This design comes from an exercise in tuning for small area and a short achievable clock period on the open sky130 flow, not from production work.
RTL that was checked went through simulation tests only; none was proved equivalent to the original.
No activity file was given, so power comes from the tool's default toggle rates.

job 851:
==> module alu_decode, before the edit <==
module alu_decode(
input	[31:0]	instr_i,
input	[31:0]	pc_i,
input	[31:0]	data_a_i,
input	[31:0]	data_b_i,
output	[31:0]	x_o,
output	[31:0]	y_o,
output		sub_o,		 
output		eq_o,		 
output		sum_o,		 
output		br_o,		 
output		sll_o,		 
output		sys_o,		 
output		mul_o,		 
output		illegal_o);
wire	[6:0]	opcode = instr_i[6:0];
wire	[2:0]	funct3 = instr_i[14:12];
wire	[6:0]	funct7 = instr_i[31:25];
wire is_r    = opcode == 7'b0110011;
wire is_i    = opcode == 7'b0010011;
wire is_ld   = opcode == 7'b0000011;
wire is_st   = opcode == 7'b0100011;
wire is_br   = opcode == 7'b1100011;
wire is_jal  = opcode == 7'b1101111;
wire is_sys  = opcode == 7'b1110011;
wire f3_0    = funct3 == 3'b000;
wire r_add   = is_r & f3_0 & (funct7 == 7'b0000000);
wire r_sub   = is_r & f3_0 & (funct7 == 7'b0100000);
wire r_sll   = is_r & (funct3 == 3'b001) & (funct7 == 7'b0000000);
wire i_add   = is_i & f3_0;
wire	imm_s = ~opcode[6] & opcode[5];
wire	imm_b = opcode[6] & ~opcode[3];
wire	imm_j = opcode[3];
wire	y_inv = is_r & funct7[5];
wire	[31:0]	imm;
assign imm[0]     = imm_s ? instr_i[7] : (imm_b | imm_j) ? 1'b0 : instr_i[20];
assign imm[4:1]   = (imm_s | imm_b) ? instr_i[11:8] : instr_i[24:21];
assign imm[10:5]  = instr_i[30:25];
assign imm[11]    = imm_b ? instr_i[7] : imm_j ? instr_i[20] : instr_i[31];
assign imm[19:12] = imm_j ? instr_i[19:12] : {8{instr_i[31]}};
assign imm[31:20] = {12{instr_i[31]}};
assign x_o = (opcode[6] & ~opcode[4]) ? pc_i : data_a_i;
assign y_o = is_r ? (data_b_i ^ {32{y_inv}}) : imm;
assign sub_o = y_inv;
assign eq_o = data_a_i == data_b_i;
assign sum_o = r_add | r_sub | i_add | is_ld | is_st | is_jal;
assign br_o = is_br;
assign sll_o = r_sll;
assign sys_o = is_sys;
assign mul_o = is_r & (funct7 == 7'b0000001);
assign illegal_o = ~(is_r | i_add | is_ld | is_st | is_br | is_jal | is_sys);
endmodule
export LEC_CHECK = 0
export CAP_MARGIN = 20
export CORE_MARGIN = 2
export CORE_UTILIZATION = 40
export CTS_CLUSTER_DIAMETER = 80
export CTS_CLUSTER_SIZE = 28
export SLEW_MARGIN = 20
export SYNTH_HIERARCHICAL = 1
create_clock -name core_clock -period 10.0 [get_ports {clk_i}]
standard.sh (not shown) runs the stock make flow with config.mk's settings and CLKGATE_MAP_FILE= SYNTH_SCRIPT=/design/flow/synth_recipe.tcl, a recipe that flattens the netlist after the stock synthesis.
==> flow/flow/run.sh <==
#!/bin/bash
set -euo pipefail
export SETUP_SLACK_MARGIN=6.8
export BUFFER_PORTS_ARGS="-buffer_cell sky130_fd_sc_hd__buf_2"
bash standard.sh > standard.log 2>&1
Here is what was changed in the inputs of job 3529 compared with job 851.
diff --git a/flow/design.v b/flow/design.v
--- a/flow/design.v
+++ b/flow/design.v
@@ -28,20 +28,16 @@
 wire r_sub   = is_r & f3_0 & (funct7 == 7'b0100000);
 wire r_sll   = is_r & (funct3 == 3'b001) & (funct7 == 7'b0000000);
 wire i_add   = is_i & f3_0;
-wire	imm_s = ~opcode[6] & opcode[5];
-wire	imm_b = opcode[6] & ~opcode[3];
-wire	imm_j = opcode[3];
-wire	y_inv = is_r & funct7[5];
 wire	[31:0]	imm;
-assign imm[0]     = imm_s ? instr_i[7] : (imm_b | imm_j) ? 1'b0 : instr_i[20];
-assign imm[4:1]   = (imm_s | imm_b) ? instr_i[11:8] : instr_i[24:21];
+assign imm[0]     = is_st ? instr_i[7] : (is_br | is_jal) ? 1'b0 : instr_i[20];
+assign imm[4:1]   = (is_st | is_br) ? instr_i[11:8] : instr_i[24:21];
 assign imm[10:5]  = instr_i[30:25];
-assign imm[11]    = imm_b ? instr_i[7] : imm_j ? instr_i[20] : instr_i[31];
-assign imm[19:12] = imm_j ? instr_i[19:12] : {8{instr_i[31]}};
+assign imm[11]    = is_br ? instr_i[7] : is_jal ? instr_i[20] : instr_i[31];
+assign imm[19:12] = is_jal ? instr_i[19:12] : {8{instr_i[31]}};
 assign imm[31:20] = {12{instr_i[31]}};
-assign x_o = (opcode[6] & ~opcode[4]) ? pc_i : data_a_i;
-assign y_o = is_r ? (data_b_i ^ {32{y_inv}}) : imm;
-assign sub_o = y_inv;
+assign x_o = (is_br | is_jal) ? pc_i : data_a_i;
+assign y_o = (r_add | r_sub | r_sll) ? (data_b_i ^ {32{r_sub}}) : imm;
+assign sub_o = r_sub;
 assign eq_o = data_a_i == data_b_i;
 assign sum_o = r_add | r_sub | i_add | is_ld | is_st | is_jal;
 assign br_o = is_br;
==> run summary <==
- On die area, job 851 tracks job 3529 almost exactly.
- Between job 851 and job 3529, the synthesized-area fraction occupied by and/or/nand/nor cells figures differ only marginally.
- Status: sequential power parity (job 3529, job 851)
- Job 3529 finished every step from synthesis to the final layout, and the layout passed the timing, DRC and antenna checks.
- Going from job 851 to job 3529, upper clock frequency limit now sits lower; post-layout total power now sits lower.
- The lower power dissipated in the clock network came out of job 3529.
- When the final numbers for job 851 and job 3529 were put side by side, the cell area turned out to be greater in job 3529.
- Post-route minimum period is higher on job 3529
Only the layout flow was run in job 3529; the RTL was not checked for function there.

==> what the ideal ports hide <==
The flow's constraints put no driver on any port. The routed layouts listed below were extracted and timed again, unchanged, in two steps. Step 1 sets driving cells, clkbuf_16 on the clock port and buf_2 on the other inputs (assumed; they add their load-dependent delay and slew). Step 2 times the ports against the registers' clock, not the clock port: input delays grow and output delays shrink by t, the midpoint of the rising clock arrivals with the driver on. Three values: no drivers, after step 1, after step 2; two values: the first two.
| run | shift t [ns] | setup WS [ns] | worst setup path at the end | worst register clock-pin slew, ns | pins driven straight from the clock port |
|---|---|---|---|---|---|
| job 851 | 0.689 | 6.840 / 6.775 / 6.275 | input to register | 0.11 / 0.11 | 1 |
| job 3529 | 0.679 | 6.743 / 6.743 / 6.168 | input to register | 0.11 / 0.11 | 1 |
After both steps every run listed still meets setup and hold. For job 3529, which loses most, drivers alone change the setup slack by 0.000 ns; drivers and shift together by -0.575 ns.
